Background: an optimization exercise with open tools, aiming at small area and a short achievable clock period. Do not read the settings as production practice.
In this exercise RTL edits were held to simulation tests only and were not proved equivalent to the original.
No activity file was given, so power comes from the tool's default toggle rates.

==> flow/design.v (outline; a module is shown in full before it is edited, if it fits) <==
// module systolic_2x2: 73 lines
// module pe: 34 lines
// module mul32_pipe: 1626 lines
// module pfx_add64pg: 453 lines
// module pfx_sum65: 453 lines
// module pfx_car33: 196 lines
// module fa3: 4 lines
// module ha2: 4 lines
module systolic_2x2 #(parameter DATA_TYPE = 3'b011) (
    input clk,
    input rst,
    input load_in,
    input [31:0] row_in_row0, row_in_row1,
    input [31:0] col_in_col0, col_in_col1,
    output [63:0] result_row00, result_row01, result_row10, result_row11,
    output carry_00, carry_01, carry_10, carry_11,
    output reg done,
    output reg valid_op
);
  // ...
==> flow/flow/run.sh <==
#!/bin/bash
# Own layout flow: the standard flow, except in synthesis:
#  - the prefix adder modules (pfx_*) and the tree's full/half adder modules
#    (fa3, ha2) are kept apart until the design is flattened at the end;
#  - ABC maps the accumulator adder, the other prefix adders and the rest of the
#    design with the scripts named in MY_ABC_PLAN / MY_ABC_MAIN below.
#  - clock tree synthesis adds no dummy loads (CTS_ARGS below).
# Every register, and everything else, is the standard flow's.
set -euo pipefail
W=$(pwd)
F=$W/flow
KEEP="pfx_car33 pfx_add64pg pfx_sum65 fa3 ha2"
# CTS as the standard flow runs it (same clustering as config.mk), without the
# dummy loads it adds at the tree's leaves
CTS="-sink_clustering_enable -repair_clock_nets -sink_clustering_size 24 -sink_clustering_max_diameter 70 -dont_use_dummy_load"
# same make call as standard.sh, with our synthesis script in place of synth_recipe.tcl
sed -e "s#SYNTH_SCRIPT=[^ ]*synth_recipe.tcl#SYNTH_SCRIPT=$W/my_synth.tcl#" \
    -e "s#CLKGATE_MAP_FILE= #CLKGATE_MAP_FILE= 'SYNTH_KEEP_MODULES=$KEEP' 'CTS_ARGS=$CTS' #" standard.sh > my_standard.sh
grep -q "SYNTH_SCRIPT=$W/my_synth.tcl" my_standard.sh
grep -q "SYNTH_KEEP_MODULES=" my_standard.sh
grep -q "CTS_ARGS=" my_standard.sh
sed "s#@FLOW_SYNTH@#$W/synth_recipe.tcl#" $F/my_synth.tcl.in > $W/my_synth.tcl
export MY_FLOW=$F
export MY_ABC_PLAN="adder_fast.abc pfx_sum65 adder_fast.abc pfx_car33 adder.abc pfx_add64pg"
export MY_ABC_MAIN=main.abc
bash my_standard.sh synth > $W/synth.log 2>&1
bash my_standard.sh finish > $W/layout.log 2>&1
test -f out/final.def
==> flow/flow/adder.abc <==
strash
dch
map -D 1600
buffer -c
topo
upsize -c
dnsize -c
==> flow/flow/adder_fast.abc <==
strash
dch
map
buffer -c
topo
upsize -c
dnsize -c
==> flow/flow/main.abc <==
strash
dch
map -D 2000
buffer -c
topo
upsize -c
dnsize -c
==> flow/flow/my_synth.tcl.in <==
# synth_recipe.tcl, with other ABC scripts: the prefix adders first (the
# accumulator's with its own script), then the rest of the design
proc abc {args} {
  set i [lsearch -exact $args -script]
  foreach {script mods} $::env(MY_ABC_PLAN) {
    set a $args
    lset a [expr {$i + 1}] $::env(MY_FLOW)/$script
    puts "own flow: abc with $script on $mods"
    yosys abc {*}$a {*}$mods
  }
  set a $args
  lset a [expr {$i + 1}] $::env(MY_FLOW)/$::env(MY_ABC_MAIN)
  puts "own flow: abc with $::env(MY_ABC_MAIN) on the rest"
  yosys abc {*}$a
}
source @FLOW_SYNTH@
==> flow/standard.sh <==
#!/bin/bash
# synth_recipe.tcl (not shown) runs the flow's synth.tcl, then flattens the netlist and writes it again
# the make line also repeats each setting of config.mk as NAME=value (left out here)
make -C /OpenROAD-flow-scripts/flow DESIGN_CONFIG=/design/flow/config.mk WORK_HOME=/design/flow/orfs CLKGATE_MAP_FILE= SYNTH_SCRIPT=/design/flow/synth_recipe.tcl "${@:-finish}"
==> flow/config.mk <==
export PLATFORM = sky130hd
export DESIGN_NAME = systolic_2x2
export DESIGN_NICKNAME = systolic_2x2
export VERILOG_FILES = /design/flow/design.v
export SDC_FILE = /design/flow/constraint.sdc
export NUM_CORES = 8
export LEC_CHECK = 0
export CAP_MARGIN = 20
export CELL_PAD_IN_SITES_DETAIL_PLACEMENT = 1
export CORE_MARGIN = 2
export CORE_UTILIZATION = 35
export CTS_CLUSTER_DIAMETER = 70
export CTS_CLUSTER_SIZE = 24
export PLACE_DENSITY = 0.5
export SETUP_SLACK_MARGIN = 2.5
export SLEW_MARGIN = 60
==> flow/constraint.sdc <==
create_clock -name core_clock -period 5.0 [get_ports {clk}]
set_input_delay 1.0000 -clock core_clock [delete_from_list [all_inputs] [get_ports {clk}]]
set_output_delay 1.0000 -clock core_clock [all_outputs]
set_load 0.01 [all_outputs]
==> reports/qor.csv, run 1 <==
stage,metric,value,unit
run_status,status,finished clean,
clock_network,post-cts-setup-buffer-count,407,
hold_path,min_to,pe10.mul.da3[26],
power,p_comb,26200,uW
hold_path,whs_path_depth,0,
sta,setup_viol,0,
logic_synthesis,synth_top_family_by_area,compound AO/OA/AOI/OAI gates,
grt,grt_pass1_wl,1180,mm
finish,bufAreaShareNonClock,5.81,%
clock_network,clk_latency,1.16,ns
clock_network,cts_buffers,440,
sta,post-route-min-period,2.69,ns
hold_path,hold_start,pe10.mul.da2[26],
logic_synthesis,synth_cell_types,76,
setup_path,r2r_slack,2.42,ns
setup_path,worstSetupEndpoint,result_row11[34],
sta,period_share,53.9,%
finish,clock_area_share,3.85,%
drt,wl_met3,74.9,mm
clock_network,ctsResizeCount,2402,
logic_synthesis,synth_xor_area_share,7.63,%
finish,seq_cells,6566,
grt,use_met1,27.9,%
power,netSwitchingPower,37200,uW
finish,seq_area,135000,um2
finish,multi_input_area_share,37.0,%
==> run 2, diff against run 1 <==
--- a/flow/config.mk
+++ b/flow/config.mk
@@ -12,5 +12,5 @@
 export CTS_CLUSTER_DIAMETER = 70
 export CTS_CLUSTER_SIZE = 24
 export PLACE_DENSITY = 0.5
-export SETUP_SLACK_MARGIN = 2.5
+export SETUP_SLACK_MARGIN = 2.3
 export SLEW_MARGIN = 60
==> run 2 against run 1 <==
Compared with the run above:
- critical path depth grew 3
- largest power group unchanged
- non-clock buffer count decreased by 571
- flip-flop and latch count unchanged
- still clean on timing, DRC and antenna
==> reports/qor.csv, run 2 <==
stage,metric,value,unit,change
setup_path,critical_path.top_delay_family,adder cells,,was flip-flops
logic_synthesis,ys.flop_type,dfxtp_1,,unchanged
floorplanning,start_util,35.1,%,unchanged
grt,grt_usage,20.9,%,was 21.5%
logic_synthesis,synthArstFlopShare,0,%,unchanged
logic_synthesis,yosysSeqAreaShare,53.2,%,unchanged
drt,viasPerCell,5.22,,was 5.27
drt,drt_drc_violations_left,0,,unchanged
clock_network,clock_path_buffers,4,,unchanged
setup_path,cp-end-kind,flop,,was primary output
setup_path,worst_ep_arrival_time,3.64,ns,was 1.69 ns
placed_design,dpl.hpwl,529,mm,unchanged
logic_synthesis,yosys_warnings,6,,unchanged
finish,seq_area,135000,um2,about the same
logic_synthesis,avgSynthCellArea,10.7,um2,unchanged
setup_path,worstSetupEndpoint,pe10.mul.r2_fs251,,was result_row11[34]
hold_path,hold_start,pe10.mul.da2[26],,unchanged
drt,wl,783,mm,was 826 mm
finish,final_core_util,38.8,%,was 40.2%
hold_path,min_path_type,reg2reg,,unchanged
clock_network,clk_pin_slew_worst_paths,0.09,ns,about the same
sta,relSlewSlack,56.9,%,was 55.9%
logic_synthesis,postSynthCellCount,23300,,unchanged
setup_path,reg2reg_to,pe10.mul.r2_fs251,,was pe00.pe_result[46]
sta,period_share,55.1,%,was 53.9%
logic_synthesis,synth_top_area_share,51.7,%,unchanged
finish,fillers,77600,,was 76900
finish,drive_above_1_share,10.8,%,was 14.4%
power,power_density,435,nW/um2,was 423 nW/um2
setup_path,r2r_slack,2.24,ns,was 2.42 ns
logic_synthesis,synth_cell_types,76,,unchanged
finish,multiInputGateArea,104000,um2,was 106000 um2
grt,antenna_found_initial,45,,was 49
setup_path,worstPathMaxFanout,10,,was 2
placed_design,gp_congestion,0.896,,unchanged
sta,post-route-min-period,2.76,ns,was 2.69 ns
sta,finalSetupTns,0,ns,unchanged
run_status,status,finished clean,,unchanged
setup_path,cp-start-kind,flop,,unchanged
power,power,120000,uW,was 121000 uW
setup_path,r2r_cells,5,,was 14
floorplanning,io_pins,393,,unchanged
power,leakagePower,0.120,uW,was 0.124 uW
clock_network,clk_latency,1.11,ns,was 1.16 ns
setup_path,startpoint,pe10.mul.t3r[15],,was pe11.pe_result[34]
setup_path,critical_path_depth,5,,was 2
floorplanning,row_count,310,,unchanged
logic_synthesis,synth_edf_count,128,,unchanged
setup_path,critical_path_class,reg2reg,,was reg2out
drt,ant_nets,0,,unchanged
drt,dr.pass1.iters,7,,was 9
clock_network,cts_buffers,440,,unchanged
sta,rsz0062_at_grt,yes,,unchanged
sta,slew_violations,0,,unchanged
clock_network,cts_htree_levels,5,,unchanged
finish,layout_common_cells,"5752 x dfxtp_1, 2483 x a22oi_1, 2483 x nand2_1, 1838 x xor2_1, 1707 x nor2_1",,"was 5693 x dfxtp_1, 2472 x a22oi_1, 2469 x nand2_1, 1809 x xor2_1, 1669 x nor2_1"
power,vdd.ir_drop.worst,525,uV,was 516 uV
drt,post_drt_wl_per_cell,23.9,um,was 24.8 um
sta,setup_viol,0,,unchanged
sta,final.setup_skew,0.163,ns,about the same
setup_path,critPathRequiredTime,5.89,ns,was 4.00 ns
clock_network,cts_hold_buffers,0,,unchanged
floorplanning,coreArea,711000,um2,unchanged
logic_synthesis,yosysMostFrequentCell,dfxtp_1,,unchanged
placed_design,port_buffers,392,,unchanged
grt,overflow,0,,unchanged
setup_path,worst-path-buf-inv,1,,was 2
logic_synthesis,synth_top_area_cell,dfxtp_1,,unchanged
grt,grt_pass1_wl,1160,mm,was 1180 mm
drt,drt-initial-drc-count,14800,,was 16300
finish,final_area,276000,um2,was 286000 um2
run,maxCapViolCount,0,,unchanged
grt,first_global_vias,178000,,was 181000
setup_path,slowest_delay,0.54,ns,was 0.34 ns
sta,setup_ws,2.24,ns,was 2.31 ns
logic_synthesis,ys_ff_latch,6566,,unchanged
finish,fin_nets,24900,,was 25400
finish,final_common_cell,dfxtp_1,,unchanged
clock_network,clock_sinks,6566,,unchanged
sta,max_freq,363,MHz,was 371 MHz
drt,via_count,171000,,was 175000
logic_synthesis,synth_common_cells,"6438 x dfxtp_1, 2488 x nand2_1, 2486 x a22oi_1",,unchanged
placed_design,place_area,261000,um2,unchanged
floorplanning,die_x,848,um,unchanged
clock_network,cts_tree,done,,unchanged
placed_design,preCtsSetupSlack,1.59,ns,unchanged
grt,grt_max_degree,97,,unchanged
setup_path,r2r_start,pe10.mul.t3r[15],,was pe00.pe_result[1]
floorplanning,die-area,719000,um2,unchanged
setup_path,crit_chain,clkinv_2 -> o221ai_2 -> xor2_1 -> fa_1 -> fa_1,,was buf_8 -> buf_6
logic_synthesis,synth_area_leaders,"dfxtp_1 52%, fa_1 9.0%, a22oi_1 7.5%",,unchanged
setup_path,cpMostUsedCell,fa_1,,
floorplanning,die_h,848,um,unchanged
clock_network,cts-root-buf,clkbuf_16,,unchanged
finish,area.growth.synth_to_final,10.6,%,was 14.8%
sta,worst_pin_slew,0.647,ns,was 0.662 ns
setup_path,crit_slowest_cell,dfxtp_1,,was dfxtp_2
logic_synthesis,netlist_area,249000,um2,unchanged
sta,finalHoldViolations,0,,unchanged
run 2: how the worst min path moves through the flow:
stage,cells past startpoint,to,slack (ns)
floorplan,0,pe00.mul.da10[0],0.31
global placement,0,pe00.mul.db2[19],0.31
detailed placement,0,pe00.mul.da10[10],0.31
CTS,0,pe10.mul.da3[26],0.23
global route,0,pe10.mul.db5[29],0.23
finish,0,pe10.mul.da3[26],0.24
run 2: final cells by class:
class	count	area share, %
inverters	1476	2.04
flip-flops and latches	6566	48.8
repair buffers	896	3.14
well taps	9516	4.32
multi-input cells	13800	37.7
clock buffers	440	3.99
diodes	29	0.0263
run 2: Yosys stat by module, one instance, submodules excluded:
module        times used  flops+latches
pfx_add64pg            4              0
fa3                 1124              0
ha2                  136              0
pfx_sum65              4              0
systolic_2x2           1           6566
pfx_car33              4              0
run 2: worst reg2reg max path, stage by stage, from the launching register on:
cell and delay (ns):
dfxtp_1 0.54, clkinv_2 0.39, o221ai_2 0.44, xor2_1 0.24, fa_1 0.49, fa_1 0.44
run 2: report_power, final:
| group | total, uW | internal (uW) | switching (uW) |
|---|---|---|---|
| Clock | 32200 | 15400 | 16800 |
| Sequential | 62700 | 57400 | 5250 |
| Combinational | 25000 | 10600 | 14400 |
| Total | 120000 | 83400 | 36500 |
run 2: metal layers:
metal	wire length, um	GRT usage [%]	vias to the layer above
met2	349000	33.4	7255
met3	64100	4.43	2113
met5	463	0	-
li1	-	-	76900
met4	39200	8.79	12
met1	330000	27.5	84400
run 2: cell families after synthesis:
logic type | synth area share (%)
other | 0.00150
adders and majority gates | 11.2
and+or+nand+nor | 7.69
AOI/OAI and AO/OA | 14.7
buffers and inverters | 5.59
DFF | 53.2
xor gates and xnor gates | 7.63
run 2: what timing repair did:
action,in CTS,in global routing
gates cloned,1,2
endpoints found under the setup margin,539,330
gates resized for setup,1700,209
buffers inserted,113,112
pin swaps,14,52
run 2: metrics by stage:
| stage | std cells | hold slack (ns) |
|---|---|---|
| CTS | 32600 | 0.229 |
| global route | 32700 | 0.232 |
| finish | 32700 | 0.236 |
| detailed placement | 32000 | 0.313 |
| global placement | 32000 | 0.310 |
| floorplan | 23400 | 0.310 |
==> run 3, diff against run 2 <==
--- a/flow/flow/run.sh
+++ b/flow/flow/run.sh
@@ -12,7 +12,7 @@
 KEEP="pfx_car33 pfx_add64pg pfx_sum65 fa3 ha2"
 # CTS as the standard flow runs it (same clustering as config.mk), without the
 # dummy loads it adds at the tree's leaves
-CTS="-sink_clustering_enable -repair_clock_nets -sink_clustering_size 24 -sink_clustering_max_diameter 70 -dont_use_dummy_load"
+CTS="-sink_clustering_enable -repair_clock_nets -sink_clustering_size 28 -sink_clustering_max_diameter 80 -dont_use_dummy_load"
 # same make call as standard.sh, with our synthesis script in place of synth_recipe.tcl
 sed -e "s#SYNTH_SCRIPT=[^ ]*synth_recipe.tcl#SYNTH_SCRIPT=$W/my_synth.tcl#" \
     -e "s#CLKGATE_MAP_FILE= #CLKGATE_MAP_FILE= 'SYNTH_KEEP_MODULES=$KEEP' 'CTS_ARGS=$CTS' #" standard.sh > my_standard.sh
--- a/flow/config.mk
+++ b/flow/config.mk
@@ -9,8 +9,8 @@
 export CELL_PAD_IN_SITES_DETAIL_PLACEMENT = 1
 export CORE_MARGIN = 2
 export CORE_UTILIZATION = 35
-export CTS_CLUSTER_DIAMETER = 70
-export CTS_CLUSTER_SIZE = 24
+export CTS_CLUSTER_DIAMETER = 80
+export CTS_CLUSTER_SIZE = 28
 export PLACE_DENSITY = 0.5
 export SETUP_SLACK_MARGIN = 2.3
 export SLEW_MARGIN = 60
==> run 3 against run 2 <==
Compared with the run above:
- die area unchanged
- critical path depth did not move
- via count down 0.20%
- sequential share of layout area grew 0.37 points
- critical path type unchanged
- largest power group unchanged
==> reports/qor.csv, run 3 <==
stage,metric,value,unit,change
setup_path,crit_chain,clkinv_2 -> o221ai_1 -> xor2_1 -> fa_1 -> fa_1,,was clkinv_2 -> o221ai_2 -> xor2_1 -> fa_1 -> fa_1
finish,drive_above_1_share,10.3,%,was 10.8%
sta,setup_viol,0,,unchanged
setup_path,r2r_start,pe10.mul.t3r[15],,unchanged
finish,multiInputGateArea,104000,um2,about the same
grt,grt_usage,20.9,%,about the same
logic_synthesis,synth_edf_count,128,,unchanged
drt,drt_drc_violations_left,0,,unchanged
clock_network,clock_sinks,6566,,unchanged
logic_synthesis,synth_area_leaders,"dfxtp_1 52%, fa_1 9.0%, a22oi_1 7.5%",,unchanged
setup_path,startpoint,pe10.mul.t3r[15],,unchanged
logic_synthesis,yosysSeqAreaShare,53.2,%,unchanged
finish,fillers,77800,,was 77600
drt,via_count,170000,,was 171000
clock_network,clk_latency,1.08,ns,was 1.11 ns
logic_synthesis,netlist_area,249000,um2,unchanged
logic_synthesis,yosysMostFrequentCell,dfxtp_1,,unchanged
drt,ant_nets,0,,unchanged
sta,period_share,54.7,%,was 55.1%
clock_network,cts_buffers,382,,was 440
setup_path,worst-path-buf-inv,1,,unchanged
finish,area.growth.synth_to_final,9.74,%,was 10.6%
sta,max_freq,366,MHz,was 363 MHz
sta,rsz0062_at_grt,yes,,unchanged
placed_design,port_buffers,392,,unchanged
sta,final.setup_skew,0.143,ns,was 0.163 ns
logic_synthesis,synth_cell_types,76,,unchanged
placed_design,dpl.hpwl,529,mm,unchanged
logic_synthesis,synth_top_area_cell,dfxtp_1,,unchanged
sta,post-route-min-period,2.73,ns,was 2.76 ns
setup_path,critical_path.top_delay_family,adder cells,,unchanged
setup_path,critical_path_class,reg2reg,,unchanged
sta,slew_violations,0,,unchanged
logic_synthesis,ys.flop_type,dfxtp_1,,unchanged
logic_synthesis,synthArstFlopShare,0,%,unchanged
grt,antenna_found_initial,46,,was 45
power,vdd.ir_drop.worst,365,uV,was 525 uV
drt,wl,781,mm,was 783 mm
finish,fin_nets,24800,,was 24900
floorplanning,io_pins,393,,unchanged
sta,worst_pin_slew,0.655,ns,was 0.647 ns
setup_path,crit_slowest_cell,dfxtp_1,,unchanged
sta,relSlewSlack,56.3,%,was 56.9%
floorplanning,row_count,310,,unchanged
drt,post_drt_wl_per_cell,23.9,um,about the same
setup_path,critPathRequiredTime,5.88,ns,was 5.89 ns
power,leakagePower,0.119,uW,was 0.120 uW
logic_synthesis,ys_ff_latch,6566,,unchanged
hold_path,hold_start,pe01.mul.da6[5],,was pe10.mul.da2[26]
power,power_density,429,nW/um2,was 435 nW/um2
floorplanning,die_x,848,um,unchanged
sta,finalSetupTns,0,ns,unchanged
floorplanning,start_util,35.1,%,unchanged
setup_path,slowest_delay,0.55,ns,was 0.54 ns
clock_network,cts_hold_buffers,0,,unchanged
drt,viasPerCell,5.22,,about the same
clock_network,clk_pin_slew_worst_paths,0.09,ns,about the same
floorplanning,coreArea,711000,um2,unchanged
sta,whs,0.189,ns,was 0.236 ns
setup_path,cp-end-kind,flop,,unchanged
setup_path,worst_ep_arrival_time,3.61,ns,was 3.64 ns
clock_network,cts_tree,done,,unchanged
hold_path,min_path_type,reg2reg,,unchanged
logic_synthesis,yosys_warnings,6,,unchanged
finish,final_common_cell,dfxtp_1,,unchanged
clock_network,cts-root-buf,clkbuf_16,,unchanged
run_status,status,finished clean,,unchanged
setup_path,cpMostUsedCell,fa_1,,unchanged
floorplanning,die-area,719000,um2,unchanged
grt,grt_pass1_wl,1150,mm,was 1160 mm
setup_path,worstPathMaxFanout,10,,unchanged
setup_path,cp-start-kind,flop,,unchanged
logic_synthesis,avgSynthCellArea,10.7,um2,unchanged
logic_synthesis,synth_top_area_share,51.7,%,unchanged
grt,grt_max_degree,97,,unchanged
drt,drt-initial-drc-count,15000,,was 14800
drt,dr.pass1.iters,9,,was 7
finish,seq_area,135000,um2,about the same
grt,first_global_vias,178000,,about the same
clock_network,clock_path_buffers,4,,unchanged
floorplanning,die_h,848,um,unchanged
run,maxCapViolCount,0,,unchanged
logic_synthesis,synth_common_cells,"6438 x dfxtp_1, 2488 x nand2_1, 2486 x a22oi_1",,unchanged
placed_design,gp_congestion,0.896,,unchanged
logic_synthesis,postSynthCellCount,23300,,unchanged
finish,layout_common_cells,"5760 x dfxtp_1, 2485 x a22oi_1, 2484 x nand2_1, 1841 x xor2_1, 1713 x nor2_1",,"was 5752 x dfxtp_1, 2483 x a22oi_1, 2483 x nand2_1, 1838 x xor2_1, 1707 x nor2_1"
clock_network,cts_htree_levels,5,,unchanged
grt,overflow,0,,unchanged
sta,finalHoldViolations,0,,unchanged
## run 3: cell counts after synthesis
Identical to the previous run, type by type.
## run 3: kinds of logic (layout without fill, tap and decap cells)
logic type      Yosys count  after routing  synth area share, %
fa+ha+maj              1558           1558                 11.2
compound gates         5217           5218                 14.7
other cells               1            100              0.00150
flops                  6566           6566                 53.2
buf+inv                3049           2728                 5.59
xor+xnor               2172           2172                 7.63
simple gates           4768           4769                 7.69
## run 3: per-module statistics from Yosys (local to each module, per instance)
| module | cells | times used | cell area, um2 |
|---|---|---|---|
| systolic_2x2 | 16600 | 1 | 195000 |
| pfx_sum65 | 732 | 4 | 3950 |
| pfx_add64pg | 397 | 4 | 2320 |
| pfx_car33 | 251 | 4 | 1290 |
| fa3 | 1 | 1124 | 20.0 |
| ha2 | 1 | 136 | 12.5 |
## run 3: layout make-up
type | count | area share [%]
well taps | 9516 | 4.35
multi-input cells | 13800 | 37.9
repair buffers | 870 | 2.97
diodes | 24 | 0.0219
flip-flops and latches | 6566 | 49.2
inverters | 1476 | 2.05
clock buffers | 382 | 3.49
## run 3: what timing repair did
action	in CTS	in global routing
buffers inserted	110	88
hold endpoints to repair	0	0
gates resized for setup	1749	158
setup endpoints to repair	498	298
cloned	0	5
pin swaps	16	59
## run 3: routing by layer
layer  global-route usage (%)  vias to the layer above  routed length [um]
met1                     27.5                    84100              331000
met5                        0                        -                 175
met3                     4.63                     2079               66100
met4                     8.33                       20               37200
li1                         -                    76700                   -
met2                     33.2                     7409              347000
## run 3: where the power goes
group	internal, uW	switching [uW]
clock network	13500	16400
logic	10500	14300
registers	57400	5250
## run 3: stage by stage
step	total power (uW)	cell area, um2	setup WS, ns	util (%)	cells
6_report	117000	274000	2.27	38.5	32600
2_1_floorplan	77300	250000	2.87	-	23400
3_5_place_dp	88300	261000	1.59	36.7	32000
3_3_place_gp	87400	259000	1.42	36.5	32000
5_1_grt	125000	274000	2.25	38.5	32600
4_1_cts	119000	272000	2.13	38.2	32500
## run 3: path summary, 6_finish.rpt
kind,to,slack (ns),cells past startpoint
worst max-delay path,pe10.mul.r2_fs245,2.27,5
worst min register to register,pe01.mul.da7[5],0.19,0
worst max register to register,pe10.mul.r2_fs245,2.27,5
worst min-delay path,pe01.mul.da7[5],0.19,0
==> run 4, diff against run 3 <==
--- a/flow/config.mk
+++ b/flow/config.mk
@@ -11,6 +11,7 @@
 export CORE_UTILIZATION = 35
 export CTS_CLUSTER_DIAMETER = 80
 export CTS_CLUSTER_SIZE = 28
+export GPL_ROUTABILITY_DRIVEN = 0
 export PLACE_DENSITY = 0.5
-export SETUP_SLACK_MARGIN = 2.3
+export SETUP_SLACK_MARGIN = 2.4
 export SLEW_MARGIN = 60
==> run 4 against run 3 <==
Compared with the run above:
- count of clock-buffer cells in the layout shrank 2
- critical path type unchanged
- clock skew grew 0.0045 ns
- maximum frequency grew 2.6%
- highest routed layer unchanged
- cell count grew 0.97%
- non-clock buffer count grew 329
- register-to-register slack gained 0.07 ns
- setup slack gained 0.069 ns
- largest cell class unchanged
- hold slack gained 0.045 ns
==> reports/qor.csv, run 4 <==
stage,metric,value,unit,change
setup_path,crit_slowest_cell,fa_1,,was dfxtp_1
logic_synthesis,ys.flop_type,dfxtp_1,,unchanged
logic_synthesis,yosys_warnings,6,,unchanged
logic_synthesis,synth_common_cells,"6438 x dfxtp_1, 2488 x nand2_1, 2486 x a22oi_1",,unchanged
logic_synthesis,synth_top_area_share,51.7,%,unchanged
setup_path,worst_ep_arrival_time,3.56,ns,was 3.61 ns
finish,final_common_cell,dfxtp_1,,unchanged
sta,worst_pin_slew,0.691,ns,was 0.655 ns
logic_synthesis,yosysMostFrequentCell,dfxtp_1,,unchanged
placed_design,dpl.hpwl,530,mm,was 529 mm
clock_network,cts_tree,done,,unchanged
setup_path,critical_path_class,reg2reg,,unchanged
sta,slew_violations,0,,unchanged
sta,finalSetupTns,0,ns,unchanged
power,vdd.ir_drop.worst,547,uV,was 365 uV
floorplanning,row_count,310,,unchanged
clock_network,cts_htree_levels,5,,unchanged
grt,grt_pass1_wl,1160,mm,was 1150 mm
clock_network,clk_latency,1.09,ns,was 1.08 ns
setup_path,cp-start-kind,flop,,unchanged
floorplanning,die_h,848,um,unchanged
floorplanning,die_x,848,um,unchanged
logic_synthesis,netlist_area,249000,um2,unchanged
setup_path,cp-end-kind,flop,,unchanged
run,maxCapViolCount,0,,unchanged
clock_network,clk_pin_slew_worst_paths,0.09,ns,about the same
drt,drt-initial-drc-count,15800,,was 15000
finish,layout.cells.non_filler,32900,,was 32600
setup_path,critPathRequiredTime,5.89,ns,was 5.88 ns
placed_design,place_inst,32000,,about the same
drt,ant_nets,0,,unchanged
floorplanning,start_util,35.1,%,unchanged
sta,finalHoldViolations,0,,unchanged
drt,via_count,173000,,was 170000
floorplanning,coreArea,711000,um2,unchanged
placed_design,port_buffers,392,,unchanged
grt,overflow,0,,unchanged
grt,grt_max_degree,101,,was 97
hold_path,min_path_type,reg2reg,,unchanged
finish,layout_common_cells,"5745 x dfxtp_1, 2482 x a22oi_1, 2480 x nand2_1, 1826 x xor2_1, 1696 x nor2_1",,"was 5760 x dfxtp_1, 2485 x a22oi_1, 2484 x nand2_1, 1841 x xor2_1, 1713 x nor2_1"
sta,rsz0062_at_grt,yes,,unchanged
power,power_density,422,nW/um2,was 429 nW/um2
logic_synthesis,postSynthCellCount,23300,,unchanged
logic_synthesis,synth_edf_count,128,,unchanged
sta,setup_viol,0,,unchanged
setup_path,worstPathMaxFanout,18,,was 10
sta,max_freq,375,MHz,was 366 MHz
setup_path,cpMostUsedCell,fa_1,,unchanged
finish,area.growth.synth_to_final,11.8,%,was 9.74%
clock_network,clock_sinks,6566,,unchanged
sta,final.setup_skew,0.147,ns,was 0.143 ns
drt,wl,797,mm,was 781 mm
clock_network,cts-root-buf,clkbuf_16,,unchanged
clock_network,cts_buffers,380,,was 382
grt,grt_usage,21.0,%,was 20.9%
sta,post-route-min-period,2.67,ns,was 2.73 ns
logic_synthesis,synth_cell_types,76,,unchanged
placed_design,place_area,261000,um2,about the same
logic_synthesis,ys_ff_latch,6566,,unchanged
finish,fin_nets,25100,,was 24800
grt,first_global_vias,180000,,was 178000
logic_synthesis,synth_top_area_cell,dfxtp_1,,unchanged
grt,antenna_found_initial,38,,was 46
clock_network,clock_path_buffers,4,,unchanged
clock_network,cts_hold_buffers,0,,unchanged
sta,period_share,53.3,%,was 54.7%
floorplanning,io_pins,393,,unchanged
logic_synthesis,synth_area_leaders,"dfxtp_1 52%, fa_1 9.0%, a22oi_1 7.5%",,unchanged
run_status,status,finished clean,,unchanged
sta,relSlewSlack,53.9,%,was 56.3%
finish,fillers,77400,,was 77800
setup_path,crit_chain,buf_6 -> a22oi_1 -> nand2_1 -> xor2_1 -> fa_1 -> fa_1,,was clkinv_2 -> o221ai_1 -> xor2_1 -> fa_1 -> fa_1
drt,dr.pass1.iters,9,,unchanged
power,leakagePower,0.121,uW,was 0.119 uW
floorplanning,die-area,719000,um2,unchanged
setup_path,slowest_delay,0.70,ns,was 0.55 ns
sta,whs,0.234,ns,was 0.189 ns
logic_synthesis,avgSynthCellArea,10.7,um2,unchanged
drt,post_drt_wl_per_cell,24.2,um,was 23.9 um
finish,drive_above_1_share,12.1,%,was 10.3%
logic_synthesis,yosysSeqAreaShare,53.2,%,unchanged
logic_synthesis,synthArstFlopShare,0,%,unchanged
drt,viasPerCell,5.24,,was 5.22
finish,final_area,279000,um2,was 274000 um2
drt,drt_drc_violations_left,0,,unchanged
[run 4: cell counts after synthesis]
Identical to the previous run, type by type.
[run 4: critical path, delay by kind of cell, from the launching register on]
| family | cells | cell delay [ns] |
|---|---|---|
| adder cells (fa/ha/maj) | 2 | 1.22 |
| flip-flops | 1 | 0.59 |
| buffers and inverters | 1 | 0.31 |
| XOR/XNOR | 1 | 0.19 |
| AO/OA/AOI/OAI | 1 | 0.13 |
| AND/OR/NAND/NOR | 1 | 0.11 |
[run 4: worst paths after layout]
path                                      start                end  slack [ns]  depth (start not counted)
worst max-delay path             pe01.mul.s4[5]  pe01.mul.r2_fs299        2.33                          6
worst min-delay path            pe00.mul.da6[6]    pe00.mul.da7[6]        0.23                          0
worst max register to register   pe01.mul.s4[5]  pe01.mul.r2_fs299        2.33                          6
worst min register to register  pe00.mul.da6[6]    pe00.mul.da7[6]        0.23                          0
[run 4: layout make-up]
class | count | area [um2] | area share, %
Sequential cell | 6566 | 135000 | 48.4
Multi-Input combinational cell | 13800 | 104000 | 37.4
Timing Repair Buffer | 1199 | 12600 | 4.52
Tap cell | 9516 | 11900 | 4.27
Clock buffer | 380 | 9510 | 3.41
Inverter | 1476 | 5640 | 2.02
Antenna cell | 14 | 35.0 | 0.0126
[run 4: what timing repair did]
action | in CTS | in global routing
setup endpoints to repair | 698 | 515
gates resized for setup | 2161 | 352
cloned | 1 | 19
pin swaps | 21 | 120
buffers inserted | 297 | 214
[run 4: through the flow]
stage                     setup slack, ns  util, %  power [uW]
after global placement               1.42     36.5       87300
after global routing                 2.26     39.2      125000
final                                2.33     39.2      118000
after CTS                            2.19     38.6      119000
after floorplan                      2.87        -       77300
after detailed placement             1.86     36.7       88100
[run 4: kinds of logic after synthesis]
family | after synthesis | synth area share, %
flip-flops | 6566 | 53.2
AO/OA/AOI/OAI | 5217 | 14.7
adder cells (fa/ha/maj) | 1558 | 11.2
other | 1 | 0.00150
AND/OR/NAND/NOR | 4768 | 7.69
buffers and inverters | 3049 | 5.59
XOR/XNOR | 2172 | 7.63
[run 4: report_power, final]
group | internal [uW] | switching, uW
Clock | 13400 | 16500
Combinational | 10700 | 14600
Sequential | 57400 | 5190
Total | 81500 | 36200
[run 4: Yosys stat by module, one instance, submodules excluded]
module,cells inside,flip-flops and latches
pfx_add64pg,397,0
ha2,1,0
fa3,1,0
systolic_2x2,16600,6566
pfx_sum65,732,0
pfx_car33,251,0
[run 4: routing by layer]
layer / track usage [%] / share of wire [%] / vias to the layer above
met1: 27.5 / 42 / 85400
met2: 33.3 / 44 / 7783
met4: 9.07 / 5.3 / 20
li1: - / - / 77300
met3: 4.74 / 8.7 / 2235
met5: 0 / 0.037 / -
==> run 5, diff against run 4 <==
--- a/flow/config.mk
+++ b/flow/config.mk
@@ -11,7 +11,6 @@
 export CORE_UTILIZATION = 35
 export CTS_CLUSTER_DIAMETER = 80
 export CTS_CLUSTER_SIZE = 28
-export GPL_ROUTABILITY_DRIVEN = 0
 export PLACE_DENSITY = 0.5
 export SETUP_SLACK_MARGIN = 2.4
 export SLEW_MARGIN = 60
==> run 5 against run 4 <==
Compared with the run above:
- still clean
- critical path depth down 4
- global-route usage up 0.080 points
- first-iteration DRC count up 0.37%
- wire length about the same
- core utilization about the same
- area after synthesis unchanged
- power up 0.13%
- synthesized cell count unchanged
- cell area about the same
- sequential share of layout area about the same
- largest power group unchanged
==> reports/qor.csv, run 5 <==
stage,metric,value,unit,change
clock_network,cts_buffers,382,,was 380
sta,final.setup_skew,0.143,ns,was 0.147 ns
logic_synthesis,synthArstFlopShare,0,%,unchanged
drt,wl,798,mm,was 797 mm
floorplanning,row_count,310,,unchanged
finish,fin_nets,25000,,was 25100
setup_path,r2r_cells,5,,was 6
sta,finalSetupTns,0,ns,unchanged
finish,drive_above_1_share,12.0,%,was 12.1%
setup_path,critPathRequiredTime,4.00,ns,was 5.89 ns
finish,final_common_cell,dfxtp_1,,unchanged
logic_synthesis,synth_top_area_share,51.7,%,unchanged
hold_path,whs_path_depth,0,,unchanged
setup_path,worstPathMaxFanout,2,,was 18
clock_network,cts_hold_buffers,0,,unchanged
drt,dr.pass1.iters,9,,unchanged
floorplanning,io_pins,393,,unchanged
grt,first_global_vias,179000,,was 180000
setup_path,critical_path_class,reg2out,,was reg2reg
sta,setup_viol,0,,unchanged
sta,slew_violations,0,,unchanged
sta,post-route-min-period,2.63,ns,was 2.67 ns
power,power_density,423,nW/um2,was 422 nW/um2
clock_network,cts_htree_levels,5,,unchanged
logic_synthesis,yosysSeqAreaShare,53.2,%,unchanged
floorplanning,coreArea,711000,um2,unchanged
drt,ant_nets,0,,unchanged
logic_synthesis,yosys.area_share.adder,11.2,%,unchanged
finish,area.growth.synth_to_final,11.7,%,was 11.8%
logic_synthesis,ys_ff_latch,6566,,unchanged
drt,drt-initial-drc-count,15800,,about the same
logic_synthesis,synth_simple_gate_area_share,7.69,%,unchanged
logic_synthesis,synth_top_area_cell,dfxtp_1,,unchanged
logic_synthesis,postSynthCellCount,23300,,unchanged
grt,antenna_found_initial,43,,was 38
clock_network,cts-root-buf,clkbuf_16,,unchanged
grt,grt_max_degree,97,,was 101
run,maxCapViolCount,0,,unchanged
logic_synthesis,synth_top_family_by_area,compound AO/OA/AOI/OAI gates,,unchanged
sta,max_freq,381,MHz,was 375 MHz
logic_synthesis,yosys_warnings,6,,unchanged
drt,post_drt_wl_per_cell,24.3,um,was 24.2 um
sta,finalHoldViolations,0,,unchanged
power,leakagePower,0.121,uW,about the same
clock_network,clk_latency,1.09,ns,about the same
logic_synthesis,synth_xor_area_share,7.63,%,unchanged
logic_synthesis,ys.flop_type,dfxtp_1,,unchanged
sta,relSlewSlack,55.3,%,was 53.9%
logic_synthesis,netlist_area,249000,um2,unchanged
grt,grt_usage,21.1,%,was 21.0%
drt,viasPerCell,5.24,,about the same
logic_synthesis,synth_edf_count,128,,unchanged
setup_path,cp-start-kind,flop,,unchanged
logic_synthesis,avgSynthCellArea,10.7,um2,unchanged
placed_design,dpl.hpwl,529,mm,was 530 mm
logic_synthesis,yosysMostFrequentCell,dfxtp_1,,unchanged
run_status,status,finished clean,,unchanged
logic_synthesis,synth-compound-area-share,14.7,%,unchanged
floorplanning,die_h,848,um,unchanged
logic_synthesis,synth_cell_types,76,,unchanged
clock_network,clock_sinks,6566,,unchanged
drt,via_count,172000,,was 173000
hold_path,min_path_type,reg2reg,,unchanged
sta,period_share,52.5,%,was 53.3%
grt,overflow,0,,unchanged
power,vdd.ir_drop.worst,363,uV,was 547 uV
logic_synthesis,muxShareOfSynthArea,0,%,unchanged
sta,rsz0062_at_grt,yes,,unchanged
floorplanning,die_x,848,um,unchanged
floorplanning,die-area,719000,um2,unchanged
setup_path,cp-end-kind,primary output,,was flop
placed_design,gp_congestion,0.896,,
grt,grt_pass1_wl,1160,mm,about the same
finish,layout_common_cells,"5731 x dfxtp_1, 2482 x a22oi_1, 2476 x nand2_1, 1830 x xor2_1, 1700 x nor2_1",,"was 5745 x dfxtp_1, 2482 x a22oi_1, 2480 x nand2_1, 1826 x xor2_1, 1696 x nor2_1"
power,power,118000,uW,about the same
placed_design,port_buffers,392,,unchanged
logic_synthesis,synth_area_leaders,"dfxtp_1 52%, fa_1 9.0%, a22oi_1 7.5%",,unchanged
clock_network,clk_pin_slew_worst_paths,0.09,ns,about the same
setup_path,worst_ep_arrival_time,1.63,ns,was 3.56 ns
logic_synthesis,synth_common_cells,"6438 x dfxtp_1, 2488 x nand2_1, 2486 x a22oi_1",,unchanged
finish,fillers,77400,,about the same
floorplanning,start_util,35.1,%,unchanged
drt,drt_drc_violations_left,0,,unchanged
clock_network,cts_tree,done,,unchanged
sta,worst_pin_slew,0.671,ns,was 0.691 ns
clock_network,clock_path_buffers,4,,unchanged
## run 5: layout make-up
type | instances | area [um2] | share of cell area (%)
flip-flops and latches | 6566 | 135000 | 48.4
multi-input cells | 13800 | 104000 | 37.4
repair buffers | 1141 | 12200 | 4.39
well taps | 9516 | 11900 | 4.27
clock buffers | 382 | 9560 | 3.43
inverters | 1476 | 5660 | 2.03
diodes | 15 | 37.5 | 0.0135
repair inverters | 1 | 8.76 | 0.00314
## run 5: worst max-delay path, stage by stage, from the launching register on
cell and delay [ns]:
dfxtp_2 0.34, buf_12 0.14, buf_6 0.12
## run 5: path summary, 6_finish.rpt
check,startpoint,endpoint,slack (ns)
worst max-delay path,pe11.pe_result[34],result_row11[34],2.37
worst max register to register,pe10.mul.s4[5],pe10.mul.r2_fs295,2.38
worst min register to register,pe01.mul.da6[5],pe01.mul.da7[5],0.19
worst min-delay path,pe01.mul.da6[5],pe01.mul.da7[5],0.19
## run 5: modules after synthesis, one instance, submodules excluded
| module | flops+latches | cells inside | area (um2) | copies in the design |
|---|---|---|---|---|
| ha2 | 0 | 1 | 12.5 | 136 |
| systolic_2x2 | 6566 | 16600 | 195000 | 1 |
| pfx_add64pg | 0 | 397 | 2320 | 4 |
| pfx_car33 | 0 | 251 | 1290 | 4 |
| pfx_sum65 | 0 | 732 | 3950 | 4 |
| fa3 | 0 | 1 | 20.0 | 1124 |
## run 5: power breakdown
| part | leakage [uW] | switching, uW | total, uW | internal, uW |
|---|---|---|---|---|
| sequential | 0.0546 | 5230 | 62600 | 57400 |
| clock | 0.00471 | 16500 | 30000 | 13500 |
| combinational | 0.0616 | 14600 | 25300 | 10700 |
| total | 0.121 | 36300 | 118000 | 81600 |
## run 5: what timing repair did
action                     in CTS  in global routing
gates resized for setup      2170                352
pin swaps                      31                104
setup endpoints to repair     717                519
setup buffers                 286                169
gates cloned                    1                 16
## run 5: cells by family after synthesis
logic type,after synthesis
simple gates,4768
buf+inv,3049
compound gates,5217
flops,6566
fa+ha+maj,1558
other cells,1
xor+xnor,2172
## run 5: per-stage QoR
step                setup slack [ns]  instances  hold slack [ns]  util [%]  area, um2
detailed placement              1.59      32000            0.313      36.7     261000
global placement                1.42      32000            0.310      36.5     259000
finish                          2.37      32900            0.188      39.2     279000
global route                    2.25      32900            0.212      39.2     279000
CTS                             2.22      32700            0.189      38.6     275000
floorplan                       2.87      23400            0.310         -     250000
## run 5: layer usage
layer / vias up / track usage, % / part of all wire, %
li1: 77300 / - / -
met1: 85100 / 27.7 / 42
met2: 7702 / 33.6 / 44
met3: 2267 / 4.71 / 8.7
met4: 16 / 8.55 / 5.1
met5: - / 0 / 0.011
==> run 6, diff against run 5 <==
--- a/flow/config.mk
+++ b/flow/config.mk
@@ -13,4 +13,4 @@
 export CTS_CLUSTER_SIZE = 28
 export PLACE_DENSITY = 0.5
 export SETUP_SLACK_MARGIN = 2.4
-export SLEW_MARGIN = 60
+export SLEW_MARGIN = 45
==> run 6 against run 5 <==
Compared with the run above:
- maximum frequency shrank 0.24%
- cell count grew 0.19%
- synthesized cell count is the same
- hold slack gained 0.050 ns
- register-to-register slack is essentially flat
- sequential share of layout area shrank 0.073 points
- largest cell class unchanged
- largest power group unchanged
==> reports/qor.csv, run 6 <==
stage,metric,value,unit,change
run_status,status,finished clean,,unchanged
logic_synthesis,yosysMostFrequentCell,dfxtp_1,,unchanged
setup_path,worst_ep_arrival_time,1.63,ns,about the same
setup_path,crit_slowest_cell,dfxtp_2,,unchanged
setup_path,slowest_delay,0.34,ns,about the same
grt,grt_pass1_wl,1170,mm,was 1160 mm
drt,wl,807,mm,was 798 mm
placed_design,port_buffers,392,,unchanged
clock_network,cts_tree,done,,unchanged
sta,max_freq,380,MHz,was 381 MHz
setup_path,crit_chain,buf_12 -> buf_6,,unchanged
sta,period_share,52.6,%,was 52.5%
clock_network,cts_hold_buffers,0,,unchanged
logic_synthesis,synth_top_area_cell,dfxtp_1,,unchanged
grt,grt_max_degree,126,,was 97
drt,dr.pass1.iters,7,,was 9
setup_path,worstPathMaxFanout,2,,unchanged
finish,fin_nets,25100,,was 25000
sta,worst_pin_slew,0.871,ns,was 0.671 ns
sta,rsz0062_at_grt,yes,,unchanged
drt,ant_nets,0,,unchanged
drt,viasPerCell,5.24,,about the same
setup_path,cp-start-kind,flop,,unchanged
sta,slew_violations,0,,unchanged
setup_path,critPathRequiredTime,4.00,ns,about the same
floorplanning,coreArea,711000,um2,unchanged
logic_synthesis,postSynthCellCount,23300,,unchanged
floorplanning,die-area,719000,um2,unchanged
placed_design,dpl.hpwl,527,mm,was 529 mm
power,vdd.ir_drop.worst,385,uV,was 363 uV
placed_design,gp_congestion,0.896,,unchanged
drt,via_count,173000,,was 172000
sta,relSlewSlack,41.9,%,was 55.3%
sta,finalSetupTns,0,ns,unchanged
run,maxCapViolCount,0,,unchanged
grt,first_global_vias,179000,,about the same
logic_synthesis,netlist_area,249000,um2,unchanged
clock_network,cts-root-buf,clkbuf_16,,unchanged
logic_synthesis,ys_ff_latch,6566,,unchanged
clock_network,cts_buffers,370,,was 382
finish,layout_common_cells,"5743 x dfxtp_1, 2484 x a22oi_1, 2474 x nand2_1, 1823 x xor2_1, 1692 x nor2_1",,"was 5731 x dfxtp_1, 2482 x a22oi_1, 2476 x nand2_1, 1830 x xor2_1, 1700 x nor2_1"
logic_synthesis,synth_edf_count,128,,unchanged
clock_network,clk_latency,1.05,ns,was 1.09 ns
setup_path,cp-end-kind,primary output,,unchanged
floorplanning,start_util,35.1,%,unchanged
grt,grt_usage,21.1,%,about the same
logic_synthesis,yosysSeqAreaShare,53.2,%,unchanged
drt,post_drt_wl_per_cell,24.5,um,was 24.3 um
finish,area.growth.synth_to_final,11.9,%,was 11.7%
sta,finalHoldViolations,0,,unchanged
logic_synthesis,synth_cell_types,76,,unchanged
logic_synthesis,synth_area_leaders,"dfxtp_1 52%, fa_1 9.0%, a22oi_1 7.5%",,unchanged
power,power_density,422,nW/um2,was 423 nW/um2
grt,antenna_found_initial,49,,was 43
floorplanning,die_h,848,um,unchanged
drt,drt_drc_violations_left,0,,unchanged
sta,whs,0.238,ns,was 0.188 ns
drt,drt-initial-drc-count,15900,,was 15800
clock_network,clock_sinks,6566,,unchanged
floorplanning,die_x,848,um,unchanged
logic_synthesis,synth_common_cells,"6438 x dfxtp_1, 2488 x nand2_1, 2486 x a22oi_1",,unchanged
logic_synthesis,yosys_warnings,6,,unchanged
power,leakagePower,0.121,uW,about the same
clock_network,clock_path_buffers,4,,unchanged
logic_synthesis,synth_top_area_share,51.7,%,unchanged
setup_path,critical_path_class,reg2out,,unchanged
finish,drive_above_1_share,12.2,%,was 12.0%
grt,overflow,0,,unchanged
logic_synthesis,avgSynthCellArea,10.7,um2,unchanged
clock_network,clk_pin_slew_worst_paths,0.10,ns,was 0.09 ns
clock_network,cts_htree_levels,5,,unchanged
sta,setup_viol,0,,unchanged
hold_path,min_path_type,reg2reg,,unchanged
logic_synthesis,synthArstFlopShare,0,%,unchanged
floorplanning,row_count,310,,unchanged
sta,post-route-min-period,2.63,ns,about the same
logic_synthesis,ys.flop_type,dfxtp_1,,unchanged
sta,final.setup_skew,0.126,ns,was 0.143 ns
floorplanning,io_pins,393,,unchanged
finish,final_common_cell,dfxtp_1,,unchanged
-- run 6: cell types whose count changed in the layout (fill, tap and decap cells not counted), moves of 10 or more --
cell	change
buf_12	+12
buf_2	+22
buf_4	+63
buf_6	-41
clkbuf_16	-10
clkinvlp_4	+14
dfxtp_1	+12
dfxtp_2	-13
inv_2	-14
-- run 6: path summary, 6_finish.rpt --
path	start	to	slack (ns)	cells after the start
max	pe11.pe_result[34]	result_row11[34]	2.37	2
max reg2reg	pe10.mul.ta[15]	pe10.mul.r2_fs283	2.38	5
min	pe11.mul.db11[12]	pe11.mul.db12[12]	0.24	0
min reg2reg	pe11.mul.db11[12]	pe11.mul.db12[12]	0.24	0
-- run 6: repair_timing --
action / 4_1_cts / 5_1_grt
pin swaps: 29 / 109
endpoints found under the setup margin: 936 / 553
setup buffers: 292 / 251
endpoints found under the hold margin: 0 / 0
gates cloned: 6 / 22
resized for setup: 2298 / 410
-- run 6: metal layers --
metal,track usage [%],part of all wire [%]
met1,27.7,42
met2,33.5,44
met3,4.49,8.6
met4,9.46,5.6
met5,0,0.011
-- run 6: stage by stage --
stage                     setup WS (ns)  power, uW  utilization, %  instances  cell area, um2
after global routing               2.24     125000            39.2      32900          279000
after floorplan                    2.87      77300               -      23400          250000
after global placement             1.42      87400            36.5      32000          259000
after CTS                          2.21     118000            38.6      32700          274000
final                              2.37     118000            39.2      33000          279000
after detailed placement           1.35      88200            36.6      32000          260000
-- run 6: per-module statistics from Yosys, one instance, submodules excluded --
| module | cells | flops+latches | cell area (um2) | copies in the design |
|---|---|---|---|---|
| fa3 | 1 | 0 | 20.0 | 1124 |
| ha2 | 1 | 0 | 12.5 | 136 |
| pfx_add64pg | 397 | 0 | 2320 | 4 |
| pfx_car33 | 251 | 0 | 1290 | 4 |
| pfx_sum65 | 732 | 0 | 3950 | 4 |
| systolic_2x2 | 16600 | 6566 | 195000 | 1 |
-- run 6: kinds of logic (layout without fill, tap and decap cells) --
kind of cell	after synthesis	in the layout	share of synthesized area (%)
simple gates	4768	4771	7.69
compound gates	5217	5222	14.7
fa+ha+maj	1558	1558	11.2
xor+xnor	2172	2172	7.63
other cells	1	100	0.00150
buf+inv	3049	3046	5.59
flops	6566	6566	53.2
-- run 6: worst max-delay path: cells and delay by family (launching register included) --
kind	cells	cell delay, ns
buf+inv	2	0.26
flops	1	0.34
-- run 6: final cells by class --
| cell class | instances | area, um2 |
|---|---|---|
| inverters | 1476 | 5700 |
| fillers | 77500 | 432000 |
| clock buffers | 370 | 9260 |
| repair buffers | 1196 | 12600 |
| flip-flops and latches | 6566 | 135000 |
| multi-input cells | 13800 | 105000 |
| diodes | 24 | 60.1 |
| repair inverters | 4 | 22.5 |
| well taps | 9516 | 11900 |
-- run 6: power breakdown --
group,switching (uW),internal (uW)
registers,5260,57400
logic,14700,10800
clock network,16400,13100
total,36400,81300
==> run 7, diff against run 6 <==
--- a/flow/config.mk
+++ b/flow/config.mk
@@ -8,9 +8,9 @@
 export CAP_MARGIN = 20
 export CELL_PAD_IN_SITES_DETAIL_PLACEMENT = 1
 export CORE_MARGIN = 2
-export CORE_UTILIZATION = 35
+export CORE_UTILIZATION = 52
 export CTS_CLUSTER_DIAMETER = 80
 export CTS_CLUSTER_SIZE = 28
-export PLACE_DENSITY = 0.5
+export PLACE_DENSITY = 0.62
 export SETUP_SLACK_MARGIN = 2.4
 export SLEW_MARGIN = 45
==> run 7 against run 6 <==
Compared with the run above:
- synthesized cell count unchanged
- combinational power about the same
- cell count decreased by 10%
- via count increased by 1.9%
- hold slack improved by 0.023 ns
- wire length decreased by 4.2%
==> reports/qor.csv, run 7 <==
stage,metric,value,unit,change
power,power_density,426,nW/um2,was 422 nW/um2
logic_synthesis,synth_edf_count,128,,unchanged
setup_path,cpMostUsedCell,fa_1,,
setup_path,startpoint,pe01.mul.ta[15],,was pe11.pe_result[34]
power,power,115000,uW,was 118000 uW
setup_path,slowest_delay,0.75,ns,was 0.34 ns
logic_synthesis,netlist_area,249000,um2,unchanged
finish,final_area,271000,um2,was 279000 um2
power,leakagePower,0.119,uW,was 0.121 uW
grt,grt_usage,30.3,%,was 21.1%
setup_path,worst_ep_arrival_time,3.62,ns,was 1.63 ns
drt,drt_drc_violations_left,0,,unchanged
sta,post-route-min-period,2.71,ns,was 2.63 ns
placed_design,place_inst,28900,,was 32000
placed_design,port_buffers,392,,unchanged
setup_path,cp-end-kind,flop,,was primary output
setup_path,r2r_start,pe01.mul.ta[15],,was pe10.mul.ta[15]
grt,first_global_vias,183000,,was 179000
floorplanning,io_pins,393,,unchanged
hold_path,min_path_type,reg2reg,,unchanged
setup_path,worstPathMaxFanout,31,,was 2
clock_network,cts_tree,done,,unchanged
grt,grt_pass1_wl,1130,mm,was 1170 mm
logic_synthesis,synth_area_leaders,"dfxtp_1 52%, fa_1 9.0%, a22oi_1 7.5%",,unchanged
floorplanning,coreArea,478000,um2,was 711000 um2
logic_synthesis,synth_top_area_share,51.7,%,unchanged
clock_network,clk_latency,1.06,ns,was 1.05 ns
finish,drive_above_1_share,11.0,%,was 12.2%
sta,setup_viol,0,,unchanged
drt,wl,774,mm,was 807 mm
grt,grt_max_degree,148,,was 126
logic_synthesis,postSynthCellCount,23300,,unchanged
logic_synthesis,avgSynthCellArea,10.7,um2,unchanged
logic_synthesis,yosys_warnings,6,,unchanged
sta,finalHoldViolations,0,,unchanged
sta,period_share,54.3,%,was 52.6%
finish,layout_common_cells,"5770 x dfxtp_1, 2483 x a22oi_1, 2483 x nand2_1, 1832 x xor2_1, 1705 x nor2_1",,"was 5743 x dfxtp_1, 2484 x a22oi_1, 2474 x nand2_1, 1823 x xor2_1, 1692 x nor2_1"
drt,post_drt_wl_per_cell,26.1,um,was 24.5 um
floorplanning,die_h,697,um,was 848 um
placed_design,dpl.hpwl,506,mm,was 527 mm
finish,layout.cells.non_filler,29600,,was 33000
setup_path,critPathRequiredTime,5.91,ns,was 4.00 ns
logic_synthesis,ys_ff_latch,6566,,unchanged
clock_network,cts-root-buf,clkbuf_16,,unchanged
logic_synthesis,yosysMostFrequentCell,dfxtp_1,,unchanged
floorplanning,row_count,254,,was 310
floorplanning,start_util,52.2,%,was 35.1%
clock_network,clock_path_buffers,4,,unchanged
drt,viasPerCell,5.95,,was 5.24
logic_synthesis,synth_top_area_cell,dfxtp_1,,unchanged
logic_synthesis,yosysSeqAreaShare,53.2,%,unchanged
finish,final_common_cell,dfxtp_1,,unchanged
placed_design,gp_congestion,0.968,,was 0.896
logic_synthesis,ys.flop_type,dfxtp_1,,unchanged
logic_synthesis,synthArstFlopShare,0,%,unchanged
setup_path,r2r_slack,2.29,ns,was 2.38 ns
run,maxCapViolCount,0,,unchanged
finish,area.growth.synth_to_final,8.52,%,was 11.9%
setup_path,crit_chain,a22oi_1 -> nand2_1 -> xor2_1 -> fa_1 -> fa_1,,was buf_12 -> buf_6
setup_path,crit_slowest_cell,dfxtp_4,,was dfxtp_2
sta,rsz0062_at_grt,yes,,unchanged
setup_path,critical_path_class,reg2reg,,was reg2out
placed_design,place_area,256000,um2,was 260000 um2
clock_network,clock_sinks,6566,,unchanged
sta,relSlewSlack,38.7,%,was 41.9%
drt,dr.pass1.iters,12,,was 7
power,vdd.ir_drop.worst,553,uV,was 385 uV
finish,fin_nets,24900,,was 25100
sta,slew_violations,0,,unchanged
finish,final_core_util,56.6,%,was 39.2%
drt,ant_nets,0,,unchanged
floorplanning,die-area,485000,um2,was 719000 um2
finish,fillers,50100,,was 77500
clock_network,cts_buffers,318,,was 370
logic_synthesis,synth_common_cells,"6438 x dfxtp_1, 2488 x nand2_1, 2486 x a22oi_1",,unchanged
setup_path,reg2reg_to,pe01.mul.r2_fs287,,was pe10.mul.r2_fs283
logic_synthesis,synth_cell_types,76,,unchanged
sta,worst_pin_slew,0.918,ns,was 0.871 ns
drt,drt-initial-drc-count,21100,,was 15900
run_status,status,finished clean,,unchanged
clock_network,cts_htree_levels,5,,unchanged
drt,via_count,176000,,was 173000
floorplanning,die_x,697,um,was 848 um
grt,antenna_found_initial,45,,was 49
setup_path,cp-start-kind,flop,,unchanged
setup_path,r2r_cells,5,,unchanged
clock_network,clk_pin_slew_worst_paths,0.11,ns,was 0.10 ns
sta,final.setup_skew,0.139,ns,was 0.126 ns
sta,finalSetupTns,0,ns,unchanged
sta,max_freq,368,MHz,was 380 MHz
grt,overflow,0,,unchanged
setup_path,worstSetupEndpoint,pe01.mul.r2_fs287,,was result_row11[34]
run 7: cell types whose count changed in the layout (fill, tap and decap cells not counted), moves of 38 or more:
cell | before | now
buf_6 | 241 | 110
buf_2 | 30 | 123
clkbuf_16 | 385 | 327
buf_12 | 105 | 67
dfxtp_4 | 524 | 471
buf_4 | 611 | 530
run 7: kinds of logic after synthesis:
group	synth area share, %
compound gates	14.7
xor+xnor	7.63
fa+ha+maj	11.2
buf+inv	5.59
flops	53.2
other cells	0.00150
simple gates	7.69
run 7: cell type report:
type | instances | area [um2] | share of cell area (%)
diodes | 14 | 35.0 | 0.0129
clock buffers | 318 | 7960 | 2.94
inverters | 1476 | 5680 | 2.10
multi-input cells | 13800 | 104000 | 38.5
flip-flops and latches | 6566 | 135000 | 49.8
well taps | 6400 | 8010 | 2.96
repair buffers | 1045 | 10100 | 3.74
repair inverters | 1 | 5.00 | 0.00185
run 7: report_power, final:
group          internal (uW)  total [uW]  switching (uW)
sequential             57400       62600            5270
combinational          10700       25400           14700
clock                  11400       27200           15800
run 7: worst min path at each step:
| stage | startpoint | to | cells past startpoint |
|---|---|---|---|
| after floorplan | pe00.mul.da9[0] | pe00.mul.da10[0] | 0 |
| after CTS | pe11.mul.da5[11] | pe11.mul.da6[11] | 0 |
| after global routing | pe01.mul.da3[22] | pe01.mul.da4[22] | 0 |
| after detailed placement | pe00.mul.da9[21] | pe00.mul.da10[21] | 0 |
| final | pe11.mul.da5[11] | pe11.mul.da6[11] | 0 |
| after global placement | pe00.mul.da0[8] | pe00.mul.da1[8] | 0 |
run 7: what timing repair did:
action,4_1_cts,5_1_grt
gates resized for setup,2060,316
endpoints found under the hold margin,0,0
endpoints found under the setup margin,882,480
buffers inserted,244,153
gates cloned,5,8
hold buffers,0,0
pin swaps,23,68
run 7: modules after synthesis (local to each module, per instance):
module | times used | cells | flip-flops and latches
pfx_sum65 | 4 | 732 | 0
pfx_add64pg | 4 | 397 | 0
pfx_car33 | 4 | 251 | 0
systolic_2x2 | 1 | 16600 | 6566
fa3 | 1124 | 1 | 0
ha2 | 136 | 1 | 0
run 7: per-layer routing:
metal | vias to the layer above | global-route usage, % | wire length, um
met5 | - | 0.0297 | 331
li1 | 76900 | - | -
met3 | 3285 | 8.10 | 81500
met4 | 26 | 15.5 | 51600
met2 | 9836 | 48.5 | 347000
met1 | 86100 | 37.6 | 294000
run 7: worst max-delay path: cells and delay by family (launching register included):
family	cells	cell delay [ns]
adder cells (fa/ha/maj)	2	1.19
AO/OA/AOI/OAI	1	0.24
flip-flops	1	0.75
AND/OR/NAND/NOR	1	0.15
XOR/XNOR	1	0.23
run 7: per-stage QoR:
step	hold slack, ns	setup slack (ns)
after detailed placement	0.313	1.71
after global placement	0.310	1.79
after global routing	0.273	2.22
after CTS	0.259	2.28
after floorplan	0.310	2.87
final	0.260	2.29
==> run 8, diff against run 7 <==
--- a/flow/config.mk
+++ b/flow/config.mk
@@ -8,9 +8,9 @@
 export CAP_MARGIN = 20
 export CELL_PAD_IN_SITES_DETAIL_PLACEMENT = 1
 export CORE_MARGIN = 2
-export CORE_UTILIZATION = 52
+export CORE_UTILIZATION = 45
 export CTS_CLUSTER_DIAMETER = 80
 export CTS_CLUSTER_SIZE = 28
-export PLACE_DENSITY = 0.62
+export PLACE_DENSITY = 0.55
 export SETUP_SLACK_MARGIN = 2.4
-export SLEW_MARGIN = 45
+export SLEW_MARGIN = 60
==> run 8 against run 7 <==
Compared with the run above:
- still clean
- clock skew down 0.026 ns
- highest routed layer unchanged
- critical path type unchanged
- via count down 2.0%
- core utilization down 7.3 points
- first-iteration DRC count down 16%
- register-to-register slack better by 0.04 ns
- maximum frequency up 1.4%
- flip-flop and latch count unchanged
==> reports/qor.csv, run 8 <==
stage,metric,value,unit,change
clock_network,cts_hold_buffers,0,,unchanged
drt,drt-initial-drc-count,17800,,was 21100
logic_synthesis,synth_cell_types,76,,unchanged
finish,drive_above_1_share,11.2,%,was 11.0%
drt,ant_nets,0,,unchanged
floorplanning,io_pins,393,,unchanged
sta,rsz0062_at_grt,yes,,unchanged
power,power.share.clock,24.3,%,was 23.6%
drt,via_count,173000,,was 176000
clock_network,cts_tree,done,,unchanged
setup_path,cp-end-kind,flop,,unchanged
setup_path,crit_slowest_cell,fa_1,,was dfxtp_4
power,vdd.ir_drop.worst,573,uV,was 553 uV
clock_network,clock_sinks,6566,,unchanged
logic_synthesis,ys.flop_type,dfxtp_1,,unchanged
clock_network,cts_buffers,341,,was 318
drt,post_drt_wl_per_cell,25.2,um,was 26.1 um
sta,relSlewSlack,55.3,%,was 38.7%
clock_network,cts-root-buf,clkbuf_16,,unchanged
power,p_comb_share,21.4,%,was 22.0%
sta,post-route-min-period,2.68,ns,was 2.71 ns
placed_design,place_area,258000,um2,was 256000 um2
logic_synthesis,avgSynthCellArea,10.7,um2,unchanged
power,switching_share,30.8,%,was 31.1%
power,power_density,425,nW/um2,was 426 nW/um2
finish,fin_nets,24900,,about the same
logic_synthesis,synth_top_area_cell,dfxtp_1,,unchanged
power,netSwitchingPower,35700,uW,was 35800 uW
grt,antenna_found_initial,31,,was 45
setup_path,cp-start-kind,flop,,unchanged
finish,fillers,58700,,was 50100
clock_network,cts_htree_levels,5,,unchanged
clock_network,clk_pin_slew_worst_paths,0.10,ns,was 0.11 ns
drt,viasPerCell,5.66,,was 5.95
drt,drt_drc_violations_left,0,,unchanged
setup_path,worst_ep_arrival_time,3.53,ns,was 3.62 ns
setup_path,critPathRequiredTime,5.85,ns,was 5.91 ns
drt,dr.pass1.iters,7,,was 12
grt,grt_pass1_wl,1130,mm,about the same
setup_path,critical_path_class,reg2reg,,unchanged
logic_synthesis,ys_ff_latch,6566,,unchanged
setup_path,cpMostUsedCell,fa_1,,unchanged
logic_synthesis,yosysMostFrequentCell,dfxtp_1,,unchanged
finish,area.growth.synth_to_final,9.27,%,was 8.52%
logic_synthesis,netlist_area,249000,um2,unchanged
logic_synthesis,synth_area_leaders,"dfxtp_1 52%, fa_1 9.0%, a22oi_1 7.5%",,unchanged
sta,whs,0.262,ns,was 0.260 ns
logic_synthesis,yosys_warnings,6,,unchanged
run,maxCapViolCount,0,,unchanged
sta,finalHoldViolations,0,,unchanged
finish,layout_common_cells,"5735 x dfxtp_1, 2483 x nand2_1, 2482 x a22oi_1, 1826 x xor2_1, 1702 x nor2_1",,"was 5770 x dfxtp_1, 2483 x a22oi_1, 2483 x nand2_1, 1832 x xor2_1, 1705 x nor2_1"
sta,worst_pin_slew,0.670,ns,was 0.918 ns
sta,slew_violations,0,,unchanged
sta,finalSetupTns,0,ns,unchanged
sta,final.setup_skew,0.113,ns,was 0.139 ns
logic_synthesis,postSynthCellCount,23300,,unchanged
setup_path,worstPathMaxFanout,22,,was 31
floorplanning,die_x,748,um,was 697 um
finish,final_area,273000,um2,was 271000 um2
power,leakagePower,0.120,uW,was 0.119 uW
logic_synthesis,synth_top_area_share,51.7,%,unchanged
grt,overflow,0,,unchanged
logic_synthesis,synth_edf_count,128,,unchanged
sta,setup_viol,0,,unchanged
grt,grt_max_degree,103,,was 148
run_status,status,finished clean,,unchanged
grt,first_global_vias,179000,,was 183000
finish,final_core_util,49.3,%,was 56.6%
finish,final_common_cell,dfxtp_1,,unchanged
floorplanning,row_count,273,,was 254
power,power.internal,80000,uW,was 79400 uW
sta,max_freq,374,MHz,was 368 MHz
floorplanning,die-area,560000,um2,was 485000 um2
hold_path,min_path_type,reg2reg,,unchanged
placed_design,port_buffers,392,,unchanged
placed_design,gp_congestion,0.924,,was 0.968
drt,wl,768,mm,was 774 mm
setup_path,crit_chain,buf_4 -> xor2_1 -> fa_1 -> fa_1,,was a22oi_1 -> nand2_1 -> xor2_1 -> fa_1 -> fa_1
logic_synthesis,synthArstFlopShare,0,%,unchanged
setup_path,slowest_delay,0.72,ns,was 0.75 ns
logic_synthesis,synth_common_cells,"6438 x dfxtp_1, 2488 x nand2_1, 2486 x a22oi_1",,unchanged
logic_synthesis,yosysSeqAreaShare,53.2,%,unchanged
floorplanning,start_util,45.2,%,was 52.2%
sta,period_share,53.5,%,was 54.3%
clock_network,clk_latency,1.02,ns,was 1.06 ns
power,pwr-share-seq,54.3,%,was 54.4%
floorplanning,die_h,748,um,was 697 um
clock_network,clock_path_buffers,4,,unchanged
placed_design,dpl.hpwl,509,mm,was 506 mm
grt,grt_usage,26.2,%,was 30.3%
power,power,116000,uW,was 115000 uW
floorplanning,coreArea,552000,um2,was 478000 um2
==> run 8: per-stage QoR <==
stage	cells	setup slack (ns)
final	30500	2.32
after global routing	30500	2.31
after CTS	30300	2.17
after detailed placement	29800	1.60
after global placement	29700	1.77
after floorplan	23400	2.87
==> run 8: power groups by stage <==
stage               clock, uW  combinational, uW  sequential [uW]
floorplan                   0              16900            60500
global placement            0              22800            63900
detailed placement          0              23900            64000
CTS                     29200              24400            62600
global route            31000              28200            63200
finish                  28100              24700            62900
==> run 8: Yosys stat by module, one instance, submodules excluded <==
module	flops+latches	cell area, um2	cells inside
fa3	0	20.0	1
ha2	0	12.5	1
pfx_add64pg	0	2320	397
pfx_car33	0	1290	251
pfx_sum65	0	3950	732
systolic_2x2	6566	195000	16600
==> run 8: kinds of logic after synthesis <==
family	after synthesis	share of synthesized area (%)
other cells	1	0.00150
simple gates	4768	7.69
flops	6566	53.2
buf+inv	3049	5.59
compound gates	5217	14.7
fa+ha+maj	1558	11.2
xor+xnor	2172	7.63
==> run 8: timing repair <==
action | CTS | global route
cloned | 2 | 7
pin swaps | 25 | 60
setup endpoints to repair | 709 | 434
setup buffers | 186 | 162
endpoints found under the hold margin | 0 | 0
resized for setup | 1957 | 291
==> run 8: layout make-up <==
type / count / area, um2 / share of cell area (%)
inverters: 1476 / 5650 / 2.07
repair buffers: 1018 / 10100 / 3.69
flip-flops and latches: 6566 / 135000 / 49.5
well taps: 7287 / 9120 / 3.35
clock buffers: 341 / 8530 / 3.13
multi-input cells: 13800 / 104000 / 38.3
diodes: 12 / 30.0 / 0.0110
==> run 8: worst max-delay path: cells and delay by family (launching register included) <==
family,cells,cell delay (ns)
adder cells (fa/ha/maj),2,1.23
buffers and inverters,1,0.42
flip-flops,1,0.70
XOR/XNOR,1,0.16
==> run 8: routing by layer <==
metal	vias to the layer above	wire, um	GRT usage (%)
met5	-	230	0.0765
met4	10	45200	12.2
met3	2515	74300	6.53
met2	8458	337000	41.4
met1	84800	311000	33.7
li1	76900	-	-
==> run 8: worst paths after layout <==
check	start	endpoint	slack, ns	cells past startpoint
worst max-delay path	pe01.mul.neg[3]	pe01.mul.r2_fs303	2.32	4
worst min-delay path	pe00.mul.db5[20]	pe00.mul.db6[20]	0.26	0
worst max register to register	pe01.mul.neg[3]	pe01.mul.r2_fs303	2.32	4
worst min register to register	pe00.mul.db5[20]	pe00.mul.db6[20]	0.26	0

[static timing again, ports no longer ideal]
The flow's constraints put no driver on any port. The routed layouts listed below were extracted and timed again, unchanged, in two steps.
Step 1 (the two cells are an assumption about what drives the block):
set clk [get_ports {clk}]
set_driving_cell -lib_cell sky130_fd_sc_hd__clkbuf_16 $clk
set_driving_cell -lib_cell sky130_fd_sc_hd__buf_2 [delete_from_list [all_inputs] $clk]
Step 2, shift: input delay + t, output delay - t, t = (earliest + latest rising clock arrival at the registers) / 2. This alone moves slack from input paths to output paths.
Slacks: no drivers / after step 1 / after step 2; pairs: no drivers / after step 1.
run	t, ns	setup WS [ns]	latest minus earliest clock arrival (ns)	worst slew at a driven data input, ns	cell pins on the clock port's net
run 1	1.170	2.306 / 2.204 / 1.619	0.220 / 0.220	0.08	1
run 2	1.154	2.243 / 2.236 / 1.672	0.223 / 0.222	0.08	1
run 3	1.126	2.265 / 2.235 / 1.613	0.198 / 0.198	0.08	1
run 4	1.121	2.334 / 2.223 / 1.797	0.225 / 0.225	0.13	1
run 5	1.128	2.374 / 2.238 / 1.588	0.203 / 0.202	0.08	1
run 6	1.160	2.368 / 2.231 / 1.534	0.208 / 0.209	0.08	1
run 7	1.123	2.285 / 2.259 / 1.755	0.149 / 0.149	0.09	1
run 8	1.115	2.323 / 2.304 / 1.662	0.143 / 0.143	0.08	1
After both steps setup and hold are still met in every run listed. The setup slack of run 6, which loses most, moves by -0.137 ns with the drivers and by -0.834 ns with both steps.
